Source: an optimization exercise on an open RTL-to-GDS flow (aim: small area and a short achievable clock period). Production flows keep margins and buffers that such runs may drop.
Where RTL was checked, it was by simulation tests only, not by an equivalence proof against the original.
No activity file was given, so power comes from the tool's default toggle rates.

== v6 ==
// yaklasik_carpma
module yaklasik_carpma(
    input clk,
    input rst,
    input [31:0] sayi1,
    input [31:0] sayi2,
    output [63:0] tahmini_sonuc
    );
    reg [1:0]  ph;           
    reg        ilk;          
    reg        ilkn;         
    reg [7:0]  ptr;          
    reg [7:0]  gecerli;      
    reg [7:0]  etiket [0:7];
    reg [63:0] veri [0:7];
    reg [7:0]  yaz;          
    reg [7:0]  isabet;       
    reg        son;          
    reg [63:0] cikis;        
    reg [7:0]  osec;         
    reg [31:0] ra;           
    reg [3:0]  rbt;          
    reg [7:0]  bir, iki, eks;   
    reg        ust;          
    reg [48:0] ts, tc;       
    reg [16:0] lt;           
    wire [7:0] tag = {ra[31:28], rbt};
    reg  [7:0] esles;
    integer i;
    always @(*) begin
        for (i = 0; i < 8; i = i + 1)
            esles[i] = gecerli[i] && (etiket[i] == tag);
    end
    wire [15:0] yb = (ph == 2'd0) ? sayi2[15:0] : sayi2[31:16];
    wire [16:0] ybx = {yb, 1'b0};
    reg [7:0] bir_n, iki_n, eks_n;
    always @(*) begin
        for (i = 0; i < 8; i = i + 1) begin
            bir_n[i] = ybx[2*i+1] ^ ybx[2*i];
            iki_n[i] = (ybx[2*i+2] & ~ybx[2*i+1] & ~ybx[2*i]) |
                       (~ybx[2*i+2] & ybx[2*i+1] & ybx[2*i]);
            eks_n[i] = ybx[2*i+2];
        end
    end
    wire [32:0] pp0 = (({33{bir[0]}} & {1'b0, ra}) | ({33{iki[0]}} & {ra, 1'b0})) ^ {33{eks[0]}};
    wire [32:0] pp1 = (({33{bir[1]}} & {1'b0, ra}) | ({33{iki[1]}} & {ra, 1'b0})) ^ {33{eks[1]}};
  ...
==> flow/config.mk <==
export PLATFORM = sky130hd
export DESIGN_NAME = yaklasik_carpma
export DESIGN_NICKNAME = yaklasik_carpma
export VERILOG_FILES = /design/flow/design.v
export SDC_FILE = /design/flow/constraint.sdc
export NUM_CORES = 4
export LEC_CHECK = 0
export CAP_MARGIN = 20
export CORE_MARGIN = 2
export CORE_UTILIZATION = 50
export CTS_CLUSTER_DIAMETER = 120
export CTS_CLUSTER_SIZE = 22
export SLEW_MARGIN = 20
export SYNTH_HIERARCHICAL = 1
export SYNTH_MINIMUM_KEEP_SIZE = 0
==> flow/constraint.sdc <==
create_clock -name core_clock -period 11.0 [get_ports {clk}]
set_input_delay 2.2000 -clock core_clock [delete_from_list [all_inputs] [get_ports {clk}]]
set_output_delay 2.2000 -clock core_clock [all_outputs]
set_load 0.01 [all_outputs]
standard.sh (not shown) runs the stock make flow with config.mk's settings and CLKGATE_MAP_FILE= SYNTH_SCRIPT=/design/flow/synth_recipe.tcl, a recipe that flattens the netlist after the stock synthesis.
==> flow/flow/run.sh <==
#!/bin/bash
# The standard layout, with two changes to how it is made:
# - timing repair aims at a tighter slack target (repair_timing -setup_margin),
#   so that it also works on paths that already meet the clock period;
# - the port buffers are plain buf_1 cells (repair resizes them as needed).
set -euo pipefail
export SETUP_SLACK_MARGIN=7.4
export BUFFER_PORTS_ARGS="-buffer_cell sky130_fd_sc_hd__buf_1"
bash standard.sh > standard_run.log 2>&1
What v7 does differently from v6 at the input level:
Settings: a change of CORE_UTILIZATION from 50 to 30.
-- flow/flow/run.sh --
<<< v6, line 7
export SETUP_SLACK_MARGIN=7.4
>>> v7, line 7
export SETUP_SLACK_MARGIN=7.5
==> comparison <==
Going from v6 to v7, the buffer share of cell area was found to have gone up by 1.1 points. sky130_fd_sc_hd__fa_1 as the cell with the largest stage delay on the worst path was reported by v7, and sky130_fd_sc_hd__buf_4 by v6. The area added between synthesis and finish of v7 exceeds that of v6 by 4.6 points. Post-place instance area for v7: 860 um^2 up relative to v6. Taking v6 as the reference point, the data arrival at the endpoint of the critical path of v7 falls by 0.14 ns. v7 reports its launching element of the worst setup path as bir[0]$_DFF_P_ while v6 reports rst.
No run of this note included a check of the RTL's function; only the layout flow was run.

---

== before ==
Another version of the RTL of yaklasik_carpma (not shown whole).
For scale: about 3300 cells after synthesis, about 130 I/O pins.
clock: 11.0 ns
lec_check: 0
cap_margin: 20
core_margin: 2
core_utilization: 30
cts_cluster_diameter: 120
cts_cluster_size: 18
slew_margin: 20
synth_hierarchical: 1
synth_minimum_keep_size: 0
==> flow/flow/run.sh <==
#!/bin/bash
# The standard layout, with two changes to how it is made:
# - timing repair aims at a tighter slack target (repair_timing -setup_margin),
#   so that it also works on paths that already meet the clock period;
# - the port buffers are plain buf_1 cells (repair resizes them as needed).
set -euo pipefail
export SETUP_SLACK_MARGIN=7.5
export BUFFER_PORTS_ARGS="-buffer_cell sky130_fd_sc_hd__buf_1"
bash standard.sh > standard_run.log 2>&1
The final layout from before, which completed every stage, passed the timing, DRC and antenna checks at the end of the flow.
#### Input delta (after over before)
diff --git a/flow/config.mk b/flow/config.mk
--- a/flow/config.mk
+++ b/flow/config.mk
@@ -10,5 +10,5 @@
 export CORE_UTILIZATION = 30
 export CTS_CLUSTER_DIAMETER = 120
-export CTS_CLUSTER_SIZE = 18
+export CTS_CLUSTER_SIZE = 22
 export SLEW_MARGIN = 20
 export SYNTH_HIERARCHICAL = 1
Findings:
after | status: complete | timing, DRC, antenna: pass. Detailed-routing iteration count for the pre-antenna-repair pass, before and after: higher on after. Relative to before, the total power of after is lower by about 0.9%. Delta (after minus before): first-pass GRT wire length decreased 0.44%; maximum frequency essentially unchanged; minimum clock period after layout decreased 0.0059 ns; placement-stage cell area essentially unchanged. Diff before -> after | final area | decrease of 0.61%. before has a higher worst hold slack than after.

[port drivers added, routing unchanged]
In the flow no input, the clock included, has a driving cell. The finished layouts below were timed again as built, in two steps. Step 1 (the two cells are an assumption about what drives the block):
set clk [get_ports {clk}]
set_driving_cell -lib_cell sky130_fd_sc_hd__clkbuf_16 $clk
set_driving_cell -lib_cell sky130_fd_sc_hd__buf_2 [delete_from_list [all_inputs] $clk]
Step 2 adds t to the input delays and takes it off the output delays; t is the mean of the earliest and latest rising clock arrival at the registers after step 1. Input paths then give back, and output paths get back, about the clock's delay inside the block. Three values: ideal, step 1, step 2; two values: the first two.
run	t (ns)	setup slack, ns	worst hold slack (ns)	worst setup path at the end	pins driven straight from the clock port
v6	0.691	7.419 / 7.423 / 6.775	0.432 / 0.432 / 0.432	input to register	1
v7	0.709	7.463 / 7.461 / 6.828	0.444 / 0.444 / 0.444	input to register	1
before	0.755	7.540 / 7.538 / 6.938	0.364 / 0.364 / 0.364	input to register	1
after	0.729	7.546 / 7.546 / 6.943	0.361 / 0.361 / 0.361	input to register	1
After both steps every run listed still meets setup and hold. The setup slack of v6, which loses most, moves by +0.004 ns with the drivers and by -0.644 ns with both steps.
